From an optimization exercise on the open Yosys and OpenROAD flow, aimed at small area; shortcuts taken in it are not production practice. The RTL was checked by simulation tests, not by an equivalence proof against the original design. Power is estimated from default activity; no workload was simulated.

==> flow/design.v <==
`timescale 1ns/1ps
module divdiv (dividend, divisor, div_state, clk, rstn, enable, result);
input  [31:0] dividend;
input  [31:0] divisor;
input  clk;
input  rstn;
input  enable;
output reg div_state;
output reg [13:0] result;
reg [31:0] temp;
reg [13:0] counter;
reg [13:0] result_pre;
wire [32:0] diff = {1'b0, temp} - {1'b0, divisor};
wire lt = diff[32] & (|divisor);    
wire gt = ~lt & (|diff[31:0]);
always @(posedge clk)
    if (!enable)
        temp <= dividend;
    else if (gt)
        temp <= diff[31:0];
always @(posedge clk)
    if (!enable)
        counter <= 14'd0;
    else if (gt)
        counter <= counter + 14'd1;
always @(posedge clk or negedge rstn)
    if (!rstn)
        result_pre <= 14'd0;
    else if (enable)
        result_pre <= counter;
always @(posedge clk or negedge rstn)
    if (!rstn)
        div_state <= 1'b0;
    else
        div_state <= lt;
always @(posedge clk or negedge rstn)
    if (!rstn)
        result <= 14'd0;
    else if (div_state)
        result <= result_pre;
endmodule
`timescale 1ns/1ps
module adaptive_filter (clk, rstn, shift, w_wr, w_data, byp, sq_ld, sq_d, ds_ld, ds_d, capture,
                        flag_16, e_load, nz_load, v32, x_t0, reff_31, w_t0, w_t32, sq, e, d, flag_n, d_sum_q);
input clk, rstn, shift;
input w_wr, byp, sq_ld, ds_ld, capture, flag_16, e_load, nz_load, v32;
input [31:0] w_data, sq_d, ds_d;
input [13:0] x_t0, reff_31;
output [31:0] w_t0, w_t32;
output reg [31:0] sq;
output reg [13:0] e;
output [13:0] d;
output reg flag_n;
output [31:0] d_sum_q;
reg [31:0] d_sum, n;
assign d_sum_q = d_sum;
reg nz31;
ram_weight ram_weight_1 (.clk(clk), .wr_en(w_wr), .wr_data(w_data), .byp(byp), .tap(w_t0), .tap32(w_t32));
always @(posedge clk or negedge rstn)
    if (rstn == 0)
        d_sum <= 32'd0;
    else if (ds_ld)
        d_sum <= ds_d;
always @(posedge clk or negedge rstn)
    if (rstn == 0)
        sq <= 32'd0;
    else if (sq_ld)
        sq <= sq_d;
always @(posedge clk or negedge rstn)
    if (rstn == 0)
        n <= 32'd0;
    else if (capture & flag_n)
        n <= sq;
always @(posedge clk or negedge rstn)
    if (rstn == 0) begin
        nz31 <= 1'b0;
        flag_n <= 1'b0;
    end else begin
        if (nz_load)
            nz31 <= v32 & (|x_t0);
        if (shift)
            flag_n <= nz31;
    end
wire div_state;
divdiv divdiv_1 (.dividend(d_sum), .divisor(n), .div_state(div_state), .clk(clk), .rstn(rstn),
                 .enable(~flag_16 & flag_n), .result(d));
always @(posedge clk or negedge rstn)
    if (rstn == 0)
        e <= 14'd0;
    else if (div_state & e_load)
        e <= d[13] ? reff_31 + d : reff_31 - d;
endmodule
module mul32x14 (a, b, c, p);
input [31:0] a;
input [13:0] b;
input [36:0] c;
output [36:0] p;
wire [16:0] bb = {2'b00, b, 1'b0};
wire [33:0] a2 = {1'b0, a, 1'b0};
wire [33:0] a1 = {2'b00, a};
reg [36:0] rows [0:7];
reg [6:0] neg;
reg b0, b1, bm, s1, s2, ng;
reg [33:0] r;
integer i;
always @(*) begin
    for (i = 0; i < 7; i = i + 1) begin
        bm = bb[2*i]; b0 = bb[2*i+1]; b1 = bb[2*i+2];
        s1 = b0 ^ bm;                                 
        s2 = (b1 & ~b0 & ~bm) | (~b1 & b0 & bm);     
        ng = b1 & ~(b0 & bm);                        
        r = (({34{s1}} & a1) | ({34{s2}} & a2)) ^ {34{ng}};
        neg[i] = ng;
        rows[i] = {3'b000, r[32:0]} << (2*i);
    end
    rows[7] = ({37{b[13]}} & {5'd0, a}) << 14;       
end
wire [36:0] negs = {23'd0, neg[6], 1'b0, neg[5], 1'b0, neg[4], 1'b0, neg[3], 1'b0, neg[2], 1'b0, neg[1], 1'b0, neg[0]};
wire [36:0] corr = {neg[0], neg[0], neg[0], neg[0], 33'd0} + {neg[1], neg[1], 35'd0};
assign p = rows[0] + rows[1] + rows[2] + rows[3] + rows[4] + rows[5] + rows[6] + rows[7] + negs + corr + c;
endmodule
`timescale 1ns/1ps
module ram_weight (clk, wr_en, wr_data, byp, tap, tap32);
input clk, wr_en, byp;
input [31:0] wr_data;
output [31:0] tap, tap32;
reg [33*32-1:0] ring;
assign tap = ring[31:0];
assign tap32 = ring[32*32 +: 32];
wire [31:0] back = wr_en ? wr_data : ring[31:0];
always @(posedge clk)
    ring <= {back, byp ? ring[31:0] : ring[32*32 +: 32], ring[32*32-1:32]};
endmodule
`timescale 1ns/1ps
module ram_data (clk, rstn, shift, in, wr, in_q, tap0, tap1, tap32);
input clk, rstn, shift, wr;
input [13:0] in;
output reg [13:0] in_q;
output [13:0] tap0, tap1, tap32;
always @(posedge clk or negedge rstn)
    if (rstn == 0)
        in_q <= 14'd0;
    else if (shift)
        in_q <= in;
reg [33*14-1:0] ring;
assign tap0 = ring[13:0];
assign tap1 = ring[27:14];
assign tap32 = ring[32*14 +: 14];
always @(posedge clk)
    ring <= {wr ? in_q : ring[13:0], ring[33*14-1:14]};
endmodule
`timescale 1ns/1ps
module alog_top (rstn, clk, buffer_2, buffer_3, reff, head_flag, dout, weight_2_in_0);
input rstn, clk, head_flag;
input [13:0] buffer_2, buffer_3, reff;
output [31:0] weight_2_in_0;
output reg [13:0] dout;
wire [13:0] d_2, d_3;
reg [11:0] counter_pre;
reg c2078, c2113, c2114;    
reg [5:0] curr_state, next_state;
reg stop_state, stb_state, adap_filter_state, weight_cal_state, shift_data_state;
always @(posedge clk or negedge rstn)
    if (rstn == 0)
        {stb_state, shift_data_state, weight_cal_state, adap_filter_state, stop_state} <= 5'd0;
    else
        {stb_state, shift_data_state, weight_cal_state, adap_filter_state, stop_state} <= curr_state[4:0];
always @(posedge clk or negedge rstn)
    if (rstn == 0)
        counter_pre <= 12'd0;
    else if (counter_pre == 12'd2128)
        counter_pre <= 12'd0;
    else if (stop_state | stb_state)
        counter_pre <= 12'd0;
    else
        counter_pre <= counter_pre + 12'd1;
always @(posedge clk or negedge rstn)
    if (rstn == 0)
        {c2078, c2113, c2114} <= 3'd0;
    else
        {c2078, c2113, c2114} <= {counter_pre == 12'd2078, counter_pre == 12'd2113, counter_pre == 12'd2114};
always @(posedge clk or negedge rstn)
    if (rstn == 0)
        curr_state <= 6'd1;
    else
        curr_state <= next_state;
always @(*)
    case (curr_state)
    6'd1    : next_state = head_flag ? 6'd2 : 6'd1;
    6'd2    : next_state = c2078 ? 6'd4 : 6'd2;
    6'd4    : next_state = c2113 ? 6'd8 : 6'd4;
    6'd8    : next_state = c2114 ? 6'd16 : 6'd8;
    6'd16   : next_state = (~head_flag) ? 6'd1 : 6'd16;
    default : next_state = 6'd1;
    endcase
always @(posedge clk or negedge rstn)
    if (rstn == 0)
        dout <= 14'd0;
    else
        dout <= d_2 + d_3;
reg [5:0] fcnt;
reg af_dly, flag_16;
always @(posedge clk or negedge rstn)
    if (rstn == 0)
        fcnt <= 6'd0;
    else if (adap_filter_state == 1'b0)
        fcnt <= 6'd0;
    else if (fcnt != 6'd34)
        fcnt <= fcnt + 6'd1;
always @(posedge clk or negedge rstn)
    if (rstn == 0) begin
        af_dly <= 1'b0;
        flag_16 <= 1'b0;
    end else begin
        af_dly <= adap_filter_state;
        flag_16 <= (fcnt == 6'd33);
    end
wire shift = shift_data_state;
reg [5:0] j;
wire [5:0] j1 = (j == 6'd32) ? 6'd0 : j + 6'd1;
wire [5:0] j2 = (j1 == 6'd32) ? 6'd0 : j1 + 6'd1;
always @(posedge clk or negedge rstn)
    if (rstn == 0)
        j <= 6'd0;
    else
        j <= shift ? j2 : j1;
reg [5:0] v;
always @(posedge clk or negedge rstn)
    if (rstn == 0)
        v <= 6'd0;
    else if (shift && v != 6'd33)
        v <= v + 6'd1;
reg [6:0] ps;
wire [6:0] ps_n = (counter_pre == 12'd2082) ? 7'd1 : ((ps != 7'd0) && (ps != 7'd68)) ? ps + 7'd1 : 7'd0;
always @(posedge clk or negedge rstn)
    if (rstn == 0)
        ps <= 7'd0;
    else
        ps <= ps_n;
wire [5:0] j_n = shift ? j2 : j1;
wire [5:0] j_n1 = (j_n == 6'd32) ? 6'd0 : j_n + 6'd1;
wire [5:0] v_n = (shift && v != 6'd33) ? v + 6'd1 : v;
reg vold33;                         
wire vold33_n = shift ? (v == 6'd33) : vold33;
reg jeq0, jeq1, jeq31, jeq32, v32, v33;
reg capture, flag_17;
reg w0u, m_w0, ua, ma, ub, mb, mb_first, blk;
reg wa, wb, oku_a, oku_b, okm_a, okm_b;
reg sq_pend2, sq_pend3, sub2, sub3;
reg wv;
wire upd_ab_n = ((ps_n >= 7'd2) && (ps_n <= 7'd34)) | ((ps_n >= 7'd35) && (ps_n <= 7'd67));
always @(posedge clk or negedge rstn)
    if (rstn == 0) begin
        {jeq0, jeq1, jeq31, jeq32, v32, v33, vold33, capture, flag_17} <= 9'd0;
        {w0u, m_w0, ua, ma, ub, mb, mb_first, blk} <= 8'd0;
        {wa, wb, oku_a, oku_b, okm_a, okm_b} <= 6'd0;
        {sq_pend2, sq_pend3, sub2, sub3, wv} <= 5'd0;
    end else begin
        jeq0 <= (j_n == 6'd0);
        jeq1 <= (j_n == 6'd1);
        jeq31 <= (j_n == 6'd31);
        jeq32 <= (j_n == 6'd32);
        v32 <= (v_n >= 6'd32);
        v33 <= (v_n == 6'd33);
        vold33 <= vold33_n;
        capture <= adap_filter_state & (fcnt == 6'd32);
        flag_17 <= flag_16;
        w0u <= (ps_n == 7'd1);
        m_w0 <= (ps_n == 7'd2);
        ua <= (ps_n >= 7'd2) && (ps_n <= 7'd34);
        ma <= (ps_n >= 7'd3) && (ps_n <= 7'd35);
        ub <= (ps_n >= 7'd35) && (ps_n <= 7'd67);
        mb <= (ps_n >= 7'd36);
        mb_first <= (ps_n == 7'd36);
        blk <= (ps_n >= 7'd35);
        wa <= (ps_n >= 7'd2) && (ps_n <= 7'd34) && (j_n != 6'd0) && (j_n != 6'd32);
        oku_a <= (v_n > j_n1);
        wb <= (ps_n >= 7'd35) && (ps_n <= 7'd67) && (j_n != 6'd0);
        oku_b <= (j_n1 != 6'd0) ? (v_n > j_n1) : vold33_n;
        okm_a <= (v > j) && (j != 6'd0) && (j != 6'd32);
        okm_b <= (v > j) && (j != 6'd0);
        sq_pend2 <= flag_17 | (sq_pend2 & ~sub2);
        sq_pend3 <= flag_17 | (sq_pend3 & ~sub3);
        sub2 <= (flag_17 | (sq_pend2 & ~sub2)) & (j_n == 6'd32);
        sub3 <= (flag_17 | (sq_pend3 & ~sub3)) & (j_n == 6'd31);
        if (ps_n == 7'd68)
            wv <= 1'b1;
    end
wire e_load = af_dly & (fcnt == 6'd34);
reg byp_pend;
reg [5:0] byp_cnt;
wire byp_start = byp_pend & jeq1;
always @(posedge clk or negedge rstn)
    if (rstn == 0) begin
        byp_pend <= 1'b0;
        byp_cnt <= 6'd0;
    end else begin
        if (flag_16)
            byp_pend <= 1'b1;
        else if (byp_start)
            byp_pend <= 1'b0;
        if (byp_start)
            byp_cnt <= 6'd32;
        else if (byp_cnt != 6'd0)
            byp_cnt <= byp_cnt - 6'd1;
    end
wire byp = byp_start | (byp_cnt > 6'd1);
wire [13:0] x2_t0, x2_t1, x2_t32, x2_in, x3_t0, x3_t1, x3_t32, x3_in, r_t0;
wire dwr = jeq0 & ~blk;
ram_data ram_data_2 (.clk(clk), .rstn(rstn), .shift(shift), .in(buffer_2), .wr(dwr), .in_q(x2_in), .tap0(x2_t0), .tap1(x2_t1), .tap32(x2_t32));
ram_data ram_data_3 (.clk(clk), .rstn(rstn), .shift(shift), .in(buffer_3), .wr(dwr), .in_q(x3_in), .tap0(x3_t0), .tap1(x3_t1), .tap32(x3_t32));
ram_data ram_data_r (.clk(clk), .rstn(rstn), .shift(shift), .in(reff), .wr(dwr), .in_q(), .tap0(r_t0), .tap1(), .tap32());
reg [13:0] reff_31;
always @(posedge clk)
    if (jeq31)
        reff_31 <= v32 ? r_t0 : 14'd0;
reg [13:0] x1;
always @(posedge clk or negedge rstn)
    if (rstn == 0)
        x1 <= 14'd0;
    else if (shift)
        x1 <= x2_in;
wire [31:0] w2_t0, w2_t32, w3_t0, w3_t32, sq2, sq3;
wire [13:0] e_2, e_3;
wire flag_n2, flag_n3;
reg [31:0] w0_r;
reg [31:0] acc2;
wire [31:0] d_sum3_q;
assign weight_2_in_0 = w0_r;
wire add2 = flag_16, add3 = flag_17;
wire sq_op = add2 | add3 | sub2 | sub3;
wire [13:0] bu = ({14{w0u}} & x1) | ({14{ua & oku_a}} & x2_t1) | ({14{ub & oku_b}} & x3_t1) |
                 ({14{add2}} & x2_in) | ({14{add3}} & x3_in) |
                 ({14{sub2 & v33}} & x2_t0) | ({14{sub3 & v33}} & x3_t1);
wire [13:0] au = ({14{w0u | ua}} & e_2) | ({14{ub}} & e_3) | ({14{sq_op}} & bu);
wire [27:0] pu = au * bu;
wire [31:0] xu = ({32{w0u}} & w0_r) | ({32{ua & wv}} & w2_t0) | ({32{ub & wv}} & w3_t0) |
                 ({32{add2}} & sq2) | ({32{sub2}} & ~sq2) | ({32{add3}} & sq3) | ({32{sub3}} & ~sq3);
wire [31:0] su = xu + (sq_op ? {4'd0, pu} : {7'd0, pu[24:0]});
wire [31:0] sq_new = su ^ {32{sub2 | sub3}};
always @(posedge clk or negedge rstn)
    if (rstn == 0)
        w0_r <= 32'd0;
    else if (w0u)
        w0_r <= su;
wire [31:0] am = ({32{m_w0}} & w0_r) | ({32{ma}} & w2_t32) | ({32{mb}} & w3_t32);
wire [13:0] bm = ({14{m_w0}} & x2_in) | ({14{ma & okm_a}} & x2_t32) | ({14{mb & okm_b}} & x3_t32);
wire [31:0] cm = ({32{ma}} & acc2) | ({32{mb & ~mb_first}} & d_sum3_q);
wire [36:0] pm;
mul32x14 mul (.a(am), .b(bm), .c({cm, 5'd0}), .p(pm));
always @(posedge clk)
    if (m_w0 | ma)
        acc2 <= pm[36:5];
adaptive_filter adaptive_filter_2 (.clk(clk), .rstn(rstn), .shift(shift), .w_wr(wa), .w_data(su), .byp(byp),
    .sq_ld(add2 | sub2), .sq_d(sq_new), .ds_ld(capture & flag_n2), .ds_d(acc2), .capture(capture),
    .flag_16(flag_16), .e_load(e_load), .nz_load(jeq31), .v32(v32), .x_t0(x2_t0), .reff_31(reff_31),
    .w_t0(w2_t0), .w_t32(w2_t32), .sq(sq2), .e(e_2), .d(d_2), .flag_n(flag_n2), .d_sum_q());
adaptive_filter adaptive_filter_3 (.clk(clk), .rstn(rstn), .shift(shift), .w_wr(wb), .w_data(su), .byp(byp),
    .sq_ld(add3 | sub3), .sq_d(sq_new), .ds_ld(mb & flag_n3), .ds_d(pm[36:5]), .capture(capture),
    .flag_16(flag_16), .e_load(e_load), .nz_load(jeq31), .v32(v32), .x_t0(x3_t0), .reff_31(reff_31),
    .w_t0(w3_t0), .w_t32(w3_t32), .sq(sq3), .e(e_3), .d(d_3), .flag_n(flag_n3), .d_sum_q(d_sum3_q));
endmodule
==> flow/run.sh <==
#!/bin/bash
# synth_recipe.tcl (not shown) runs the flow's synth.tcl, then flattens the netlist and writes it again
# the make line also repeats each setting of config.mk as NAME=value (left out here)
make -C /OpenROAD-flow-scripts/flow DESIGN_CONFIG=/design/flow/config.mk WORK_HOME=/design/flow/orfs CLKGATE_MAP_FILE= SYNTH_SCRIPT=/design/flow/synth_recipe.tcl finish
==> flow/config.mk <==
export PLATFORM = sky130hd
export DESIGN_NAME = alog_top
export DESIGN_NICKNAME = alog_top
export VERILOG_FILES = /design/flow/design.v
export SDC_FILE = /design/flow/constraint.sdc
export NUM_CORES = 4
export LEC_CHECK = 0
export CAP_MARGIN = 20
export CORE_MARGIN = 2
export CORE_UTILIZATION = 60
export CTS_CLUSTER_DIAMETER = 60
export CTS_CLUSTER_SIZE = 24
export PLACE_DENSITY = 0.7
export SLEW_MARGIN = 20
==> flow/constraint.sdc <==
create_clock -name core_clock -period 12.0 [get_ports {clk}]
set_input_delay 2.4000 -clock core_clock [delete_from_list [all_inputs] [get_ports {clk}]]
set_output_delay 2.4000 -clock core_clock [all_outputs]
set_load 0.01 [all_outputs]
==> flow_summary.json, run 1 <==
{
  "status": "timing/DRC/antenna clean",
  "power.sequential.fraction": 0.630,
  "portBuffers": 90,
  "die_h_um": 456,
  "worst-endpoint-required_ps": 12710,
  "top_ff_cell_synth": "sky130_fd_sc_hd__dfxtp_1",
  "library_cell_used_as_clock_root_buffer": "sky130_fd_sc_hd__clkbuf_16",
  "worst_setup_path_startpoint": "ub",
  "grt_util_all_layers": 0.275,
  "critical_path_arrival_ps": 11450,
  "critPathMostFrequentCell": "sky130_fd_sc_hd__fa_1",
  "route.final.wire_length_um": 285000,
  "power_frac_comb": 0.005,
  "r2r_slack_ps": 1260,
  "antenna_found_initial": 36,
  "ctsResizeCount": 0,
  "drt-vias-per-instance": 5.45,
  "critical_path_peak_fanout": 16,
  "cts-root-to-sink-buffers": 3,
  "syn-instance-count": 9046,
  "tritoncts_clock_tree": "yes",
  "wire_length_of_the_first_global_routing_pass_um": 424000,
  "power_leakage_nw": 56.8,
  "core_region_area_mm2": 0.203,
  "synth_enable_flop_cells": 110,
  "fraction_of_final_layout_cells_with_drive_strength_greater_than_1": 0.0924,
  "cts.repair_timing.setup_buffer_count": 0,
  "insertion_delay_ps": 910,
  "num-nets-final": 9855,
  "timing_max_transition_violations_final": 0,
  "dieWidth_um": 456,
  "cp-start-kind": "flip-flop",
  "layout_worst_path_cycle_share": 0.895,
  "hold_buffers": 0,
  "dpl.cell_count": 11610,
  "mean_instance_size_in_the_synthesized_netlist_um2": 13.5,
  "timing.rr.end": "adaptive_filter_3.sq[28]",
  "initial_core_util": 0.605,
  "syn_area_mm2": 0.123,
  "ant_nets": 0,
  "wire_length_per_cell_after_detailed_routing_um": 23.8,
  "power_density_over_cell_area_mw_per_mm2": 163,
  "floorplan.io_pins": 91,
  "max-slew-margin-rel": 0.247,
  "grt_pass1_vias": 65247,
  "clk_pin_slew_ps": 90,
  "synth-warning-count": 7,
  "cts_made_buffers": 216,
  "whs_path_depth": 0,
  "final_cell_count_no_fill": 11962,
  "netSwitchingFraction": 0.208,
  "cts.htree.levels": 4,
  "r2r-start": "ub",
  "timing_worst_setup_path_type": "flip-flop to flip-flop",
  "synth.ff_latch_count": 4105,
  "unrepaired_setup_endpoints_after_global_routing": "no",
  "drt_iter0_drc": 6156,
  "timing.max_cap.violations": 0,
  "synth_sequential_area_ratio": 0.699,
  "cellInternalPower_mw": 17.3,
  "timing.critical_path.slowest_cell_delay_ps": 900,
  "worst_ir_drop_vdd_uv": 163,
  "grt_max_degree": 144,
  "drcViolationCount": 0,
  "finalHoldViolations": 0,
  "timing.clock.skew_ps": 85.2,
  "postSynth.asyncResetShare": 0.114,
  "grt_overflow": 0,
  "cts_num_sinks": 4105,
  "num_rows": 165,
  "hold_path_class": "flip-flop to flip-flop",
  "die-area_mm2": 0.208,
  "min_period_ps": 10740,
  "drt_pass1_iterations": 6,
  "syn_nets": 9745,
  "final.setup.tns_ps": 0,
  "globalplace.congestion": 0.940,
  "power_frac_clock": 0.365,
  "area_delta_synth_final_pct": 8.82,
  "number_of_cells_on_the_worst_reg_to_reg_path": 33,
  "timing.critical_path.slowest_stage_cell": "sky130_fd_sc_hd__a21boi_0",
  "cp-end-kind": "flip-flop",
  "dr_total_vias": 65219,
  "post_detailed_placement_half_perimeter_wirelength_um": 201000,
  "switching_power_mw": 4.52,
  "finalSetupViolations": 0,
  "worst_pin_slew_ps": 1130,
  "synthDistinctLibCells": 78,
  "clock.fmax_ghz": 0.0931,
  "worstSetupEndpoint": "adaptive_filter_3.sq[28]"
}
how the worst min path moves through the flow:
stage / start / end / slack (ps)
2_1_floorplan: adaptive_filter_2.ram_weight_1.ring[32] / adaptive_filter_2.ram_weight_1.ring[0] / 310
3_3_place_gp: adaptive_filter_3.ram_weight_1.ring[510] / adaptive_filter_3.ram_weight_1.ring[478] / 310
3_5_place_dp: adaptive_filter_2.ram_weight_1.ring[195] / adaptive_filter_2.ram_weight_1.ring[163] / 310
4_1_cts: ram_data_2.ring[71] / ram_data_2.ring[57] / 280
5_1_grt: ram_data_2.ring[81] / ram_data_2.ring[67] / 280
6_report: ram_data_2.ring[81] / ram_data_2.ring[67] / 280
state kept, by name, indices dropped and copies added, names as in the netlist, 32 cells and up:
register                             flops
adaptive_filter_2.ram_weight_1.ring   1056
adaptive_filter_3.ram_weight_1.ring   1056
ram_data_2.ring                        462
ram_data_3.ring                        462
ram_data_r.ring                        462
acc2                                    32
adaptive_filter_2.d_sum                 32
adaptive_filter_2.divdiv_1.temp         32
adaptive_filter_2.n                     32
adaptive_filter_2.sq                    32
adaptive_filter_3.d_sum                 32
adaptive_filter_3.divdiv_1.temp         32
adaptive_filter_3.n                     32
adaptive_filter_3.sq                    32
w0_r                                    32
cells in the final DEF (no fill, tap or decap), types with 36 or more instances in the layout:
| cell | synthesis | final |
|---|---|---|
| sky130_fd_sc_hd__dfxtp_1 | 3526 | 3526 |
| sky130_fd_sc_hd__mux2_2 | 416 | 416 |
| sky130_fd_sc_hd__nand2b_1 | 48 | 45 |
| sky130_fd_sc_hd__a21oi_1 | 214 | 210 |
| sky130_fd_sc_hd__nand3_1 | 98 | 98 |
| sky130_fd_sc_hd__clkdlybuf4s50_1 | 0 | 89 |
| sky130_fd_sc_hd__a221oi_1 | 64 | 64 |
| sky130_fd_sc_hd__nand2_1 | 605 | 602 |
| sky130_fd_sc_hd__clkbuf_1 | 248 | 43 |
| sky130_fd_sc_hd__edfxtp_1 | 110 | 110 |
| sky130_fd_sc_hd__buf_4 | 0 | 79 |
| sky130_fd_sc_hd__and2_1 | 54 | 56 |
| sky130_fd_sc_hd__xor2_1 | 176 | 176 |
| sky130_fd_sc_hd__a22oi_1 | 252 | 252 |
| sky130_fd_sc_hd__xnor2_1 | 270 | 270 |
| sky130_fd_sc_hd__clkbuf_16 | 0 | 217 |
| sky130_fd_sc_hd__dfrtp_1 | 468 | 462 |
| sky130_fd_sc_hd__o21bai_1 | 36 | 36 |
| sky130_fd_sc_hd__nor4_1 | 38 | 37 |
| sky130_fd_sc_hd__o21ai_0 | 195 | 193 |
| sky130_fd_sc_hd__a21o_1 | 53 | 53 |
| sky130_fd_sc_hd__ha_1 | 313 | 313 |
| sky130_fd_sc_hd__nor2_1 | 385 | 378 |
| sky130_fd_sc_hd__and3_1 | 38 | 38 |
| sky130_fd_sc_hd__inv_1 | 517 | 517 |
| sky130_fd_sc_hd__fa_1 | 341 | 341 |
| sky130_fd_sc_hd__nor3_1 | 58 | 57 |
power by group through the flow:
stage          logic (mW)  registers, mW  clock network [mW]
5_1_grt             0.118           13.7                8.58
6_report            0.104           13.7                7.95
3_3_place_gp       0.0963           14.0                   0
4_1_cts             0.105           13.7                8.12
2_1_floorplan      0.0361           14.0                   0
3_5_place_dp        0.101           14.0                   0
area by class of cell:
type,count,area (µm²)
diodes,20,50.0
clock buffers,266,5670
repair buffers,172,1540
well taps,2672,3340
multi-input cells,4142,34000
flip-flops and latches,4105,85600
inverters,519,1950
fillers,14272,69200
clock inverters,66,1080
synthesized netlist by cell type (all sizes together), types with 18 or more instances:
| cell | instances | area (µm²) |
|---|---|---|
| a211oi | 18 | 135 |
| a21o | 53 | 398 |
| a21oi | 214 | 1070 |
| a221oi | 64 | 561 |
| a222oi | 21 | 210 |
| a22o | 32 | 280 |
| a22oi | 252 | 1890 |
| and2 | 59 | 369 |
| and3 | 38 | 238 |
| buf | 32 | 121 |
| clkbuf | 248 | 931 |
| dfrtp | 468 | 11700 |
| dfxtp | 3526 | 70600 |
| edfxtp | 110 | 3300 |
| fa | 341 | 6830 |
| ha | 313 | 3920 |
| inv | 518 | 1940 |
| mux2 | 417 | 4700 |
| mux2i | 31 | 310 |
| nand2 | 605 | 2270 |
| nand2b | 48 | 300 |
| nand3 | 98 | 490 |
| nand4 | 26 | 163 |
| nor2 | 385 | 1450 |
| nor2b | 34 | 213 |
| nor3 | 58 | 290 |
| nor4 | 38 | 238 |
| o21a | 35 | 263 |
| o21ai | 227 | 1140 |
| o21bai | 36 | 270 |
| o22ai | 26 | 163 |
| o31ai | 22 | 184 |
| or2 | 20 | 125 |
| xnor2 | 270 | 2360 |
| xor2 | 176 | 1540 |
through the flow:
stage                     worst slack, ps  power, mW   util  hold WS [ps]  instance area (µm²)
after floorplan                      3330       14.1      -           310               123000
after global placement               1460       14.1  0.625           309               127000
after detailed placement             1400       14.1  0.625           312               127000
after CTS                            1360       21.9  0.658           277               133000
after global routing                  522       22.4  0.658           283               133000
final                                1260       21.8  0.658           283               133000
routing by layer:
metal | track usage | part of all wire
met2 | 0.400 | 0.42
met3 | 0.0537 | 0.083
met1 | 0.417 | 0.46
met5 | 0 | 0.00013
met4 | 0.0808 | 0.032
critical path, delay by kind of cell (launching register included):
kind / cells / cell delay (ps)
buf+inv: 5 / 260
compound gates: 12 / 4150
xor+xnor: 2 / 610
fa+ha+maj: 8 / 3550
flops: 1 / 650
simple gates: 6 / 1350
kinds of logic (layout without fill, tap and decap cells):
group	after synthesis	count (layout)	synth area share
flip-flops	4105	4105	0.699
AND/OR/NAND/NOR	1482	1482	0.0547
AO/OA/AOI/OAI	1112	1112	0.0614
buffers and inverters	799	1023	0.0245
adder cells (fa/ha/maj)	654	654	0.0877
multiplexers	448	448	0.0409
XOR/XNOR	446	446	0.0319
other	0	20	0
==> inputs of run 2 (changes only) <==
--- a/flow/config.mk
+++ b/flow/config.mk
@@ -9,6 +9,6 @@
 export CORE_MARGIN = 2
 export CORE_UTILIZATION = 60
-export CTS_CLUSTER_DIAMETER = 60
-export CTS_CLUSTER_SIZE = 24
+export CTS_CLUSTER_DIAMETER = 45
+export CTS_CLUSTER_SIZE = 28
 export PLACE_DENSITY = 0.7
 export SLEW_MARGIN = 20
==> flow_summary.json, run 2 <==
{
  "dpl.cell_count": 11610,
  "hold_buffers": 0,
  "cts.htree.levels": 5,
  "unrepaired_setup_endpoints_after_global_routing": "no",
  "fraction_of_final_layout_cells_with_drive_strength_greater_than_1": 0.121,
  "num-nets-final": 9978,
  "timing.clock.skew_ps": 111,
  "multi_input_area_mm2": 0.0340,
  "cts-root-to-sink-buffers": 4,
  "synth_enable_flop_cells": 110,
  "routed-wl-met3_um": 24400,
  "worst-endpoint-required_ps": 12790,
  "initial_core_util": 0.605,
  "synthDistinctLibCells": 78,
  "yosys.area.top_type_share": 0.576,
  "area_delta_synth_final_pct": 13.3,
  "drt-vias-per-instance": 5.46,
  "worst_ir_drop_vdd_uv": 192,
  "top_regs": "adaptive_filter_2.ram_weight_1.ring: 1056 flops, adaptive_filter_3.ram_weight_1.ring: 1056 flops",
  "floorplan.io_pins": 91,
  "synth_sequential_area_ratio": 0.699,
  "post_detailed_placement_half_perimeter_wirelength_um": 201000,
  "grt_pass1_vias": 68267,
  "whs_ps": 261,
  "dr_total_vias": 66796,
  "timing.max_cap.violations": 0,
  "timing_worst_setup_path_type": "flip-flop to flip-flop",
  "status": "timing/DRC/antenna clean",
  "critical_path_peak_fanout": 16,
  "tritoncts_clock_tree": "yes",
  "cts_num_sinks": 4105,
  "fillerInstances": 13557,
  "synth-warning-count": 7,
  "ctsResizeCount": 0,
  "finalSetupViolations": 0,
  "globalplace.congestion": 0.940,
  "finalHoldViolations": 0,
  "cts.repair_timing.setup_buffer_count": 0,
  "antenna_found_initial": 41,
  "cp-end-kind": "flip-flop",
  "syn-instance-count": 9046,
  "power_leakage_nw": 59.4,
  "grt_max_degree": 144,
  "grt_overflow": 0,
  "post-route-cell-area_mm2": 0.139,
  "critical_path_arrival_ps": 11560,
  "layout.cells.most_common": "sky130_fd_sc_hd__dfxtp_1",
  "clock.fmax_ghz": 0.0928,
  "met2_wl_um": 128000,
  "worst_pin_slew_ps": 1150,
  "hold_path_class": "flip-flop to flip-flop",
  "route.final.wire_length_um": 297000,
  "number_of_cells_on_the_worst_reg_to_reg_path": 31,
  "wl_met1_um": 134000,
  "die_h_um": 456,
  "cts_made_buffers": 339,
  "layout_worst_path_cycle_share": 0.898,
  "final_cell_count_no_fill": 12232,
  "wire_length_of_the_first_global_routing_pass_um": 443000,
  "portBuffers": 90,
  "final.setup.tns_ps": 0,
  "syn_nets": 9745,
  "post_dp_area_mm2": 0.127,
  "postSynth.asyncResetShare": 0.114,
  "drt_iter0_drc": 6016,
  "seq_area_mm2": 0.0856,
  "syn_area_mm2": 0.123,
  "num_rows": 165,
  "drcViolationCount": 0,
  "insertion_delay_ps": 970,
  "power_density_over_cell_area_mw_per_mm2": 185,
  "grt_util_all_layers": 0.287,
  "ant_nets": 0,
  "critPathMostFrequentCell": "sky130_fd_sc_hd__fa_1",
  "yosys.cell_count.top_type": "sky130_fd_sc_hd__dfxtp_1",
  "timing_max_transition_violations_final": 0,
  "mean_instance_size_in_the_synthesized_netlist_um2": 13.5,
  "timing.critical_path.slowest_stage_cell": "sky130_fd_sc_hd__a21boi_0",
  "synth.ff_latch_count": 4105,
  "dieWidth_um": 456,
  "clk_pin_slew_ps": 80,
  "drt_pass1_iterations": 6,
  "wire_length_per_cell_after_detailed_routing_um": 24.3,
  "library_cell_used_as_clock_root_buffer": "sky130_fd_sc_hd__clkbuf_16",
  "whs_path_depth": 0,
  "cp-start-kind": "flip-flop",
  "most_instantiated_cells_after_synthesis": "3526 x sky130_fd_sc_hd__dfxtp_1, 605 x sky130_fd_sc_hd__nand2_1, 517 x sky130_fd_sc_hd__inv_1",
  "max-slew-margin-rel": 0.223,
  "min_period_ps": 10780,
  "synth_area_leader_cell": "sky130_fd_sc_hd__dfxtp_1",
  "timing.critical_path.slowest_cell_delay_ps": 940,
  "synth.top_cells.by_area": "sky130_fd_sc_hd__dfxtp_1 58%, sky130_fd_sc_hd__dfrtp_1 9.6%, sky130_fd_sc_hd__fa_1 5.6%",
  "top_layer": "met5",
  "top_ff_cell_synth": "sky130_fd_sc_hd__dfxtp_1",
  "layout_common_cells": "3526 x sky130_fd_sc_hd__dfxtp_1, 602 x sky130_fd_sc_hd__nand2_1, 517 x sky130_fd_sc_hd__inv_1, 462 x sky130_fd_sc_hd__dfrtp_1, 416 x sky130_fd_sc_hd__mux2_2",
  "utilization": 0.685,
  "die-area_mm2": 0.208,
  "core_region_area_mm2": 0.203
}
==> run 2: changes by cell type in the layout (fill, tap and decap cells not counted), moves of 5 or more <==
| cell | previous run | this run |
|---|---|---|
| sky130_fd_sc_hd__bufinv_16 | 1 | 17 |
| sky130_fd_sc_hd__clkbuf_1 | 43 | 17 |
| sky130_fd_sc_hd__clkinv_4 | 6 | 12 |
| sky130_fd_sc_hd__clkinv_2 | 4 | 18 |
| sky130_fd_sc_hd__inv_6 | 7 | 23 |
| sky130_fd_sc_hd__clkinv_8 | 3 | 53 |
| sky130_fd_sc_hd__clkinvlp_4 | 1 | 12 |
| sky130_fd_sc_hd__clkbuf_8 | 6 | 11 |
| sky130_fd_sc_hd__inv_12 | 12 | 47 |
| sky130_fd_sc_hd__inv_8 | 9 | 29 |
| sky130_fd_sc_hd__diode_2 | 20 | 14 |
| sky130_fd_sc_hd__clkbuf_16 | 217 | 344 |
==> run 2: final cells by class <==
type | count | share of cell area
sequential | 4105 | 0.617
multi-input combinational | 4142 | 0.245
clock buffer | 372 | 0.0636
clock inverter | 236 | 0.0247
tap | 2672 | 0.0241
inverter | 519 | 0.0140
timing repair buffer | 172 | 0.0111
antenna | 14 | 0.000252
==> run 2: final timing paths <==
| kind | start | end | slack, ps |
|---|---|---|---|
| worst max-delay path | ub | adaptive_filter_2.sq[26] | 1220 |
| worst min-delay path | adaptive_filter_2.ram_weight_1.ring[1007] | adaptive_filter_2.ram_weight_1.ring[975] | 260 |
| worst max register to register | ub | adaptive_filter_2.sq[26] | 1220 |
| worst min register to register | adaptive_filter_2.ram_weight_1.ring[1007] | adaptive_filter_2.ram_weight_1.ring[975] | 260 |
| max in group asynchronous | rstn | adaptive_filter_2.n[30] | 8810 |
| min in group asynchronous | rstn | w0_r[28] | 1530 |
==> run 2: report_power, final <==
part | total (mW) | internal, mW | switching, mW | leakage (nW)
Clock | 11.8 | 6.12 | 5.67 | 5.90
Combinational | 0.106 | 0.0333 | 0.0723 | 17.5
Sequential | 13.7 | 13.7 | 0.0259 | 36.0
Total | 25.6 | 19.9 | 5.77 | 59.4
==> run 2: cell families after synthesis <==
| kind of cell | synth area share |
|---|---|
| fa+ha+maj | 0.0877 |
| buf+inv | 0.0245 |
| mux | 0.0409 |
| xor+xnor | 0.0319 |
| simple gates | 0.0547 |
| compound gates | 0.0614 |
| flops | 0.699 |
==> run 2: stage by stage <==
step | total power [mW] | worst slack [ps]
finish | 25.6 | 1220
global route | 26.3 | 567
CTS | 25.8 | 1340
detailed placement | 14.1 | 1400
global placement | 14.1 | 1460
floorplan | 14.1 | 3330
==> run 2: per-layer routing <==
metal | GRT usage | up-vias
met3 | 0.0644 | 596
met1 | 0.418 | 33176
met5 | 0 | -
met2 | 0.425 | 2481
li1 | - | 30533
met4 | 0.0962 | 10
==> run 2: critical path: cells and delay by family (launching register included) <==
family                     cells  cell delay, ps
xor gates and xnor gates       2             430
adders and majority gates      8            3770
buffers and inverters          4             210
AOI/OAI and AO/OA              9            3770
DFF                            1             640
and+or+nand+nor                7            1500
muxes                          1             300

## re-timing with driven ports
Ports are ideal in the flow. The routed layouts listed here were re-timed in OpenROAD. Step 1 assumes that a clkbuf_16 drives the clock port and a buf_2 every other input. Step 2, shift: input delay + t, output delay - t, t = (earliest + latest rising clock arrival at the registers) / 2. This alone moves slack from input paths to output paths. Three values: no drivers, after step 1, after step 2; two values: the first two.
run | t, ns | slack for setup (ns) | worst setup path after step 2 | worst register clock-pin slew, ns | worst data-port slew with drivers (ns)
run 1 | 0.960 | 1.262 / 1.262 / 1.262 | register to register | 0.10 / 0.10 | 0.12
run 2 | 1.012 | 1.222 / 1.222 / 1.222 | register to register | 0.10 / 0.10 | 0.14
After both steps setup and hold are still met in every run listed.
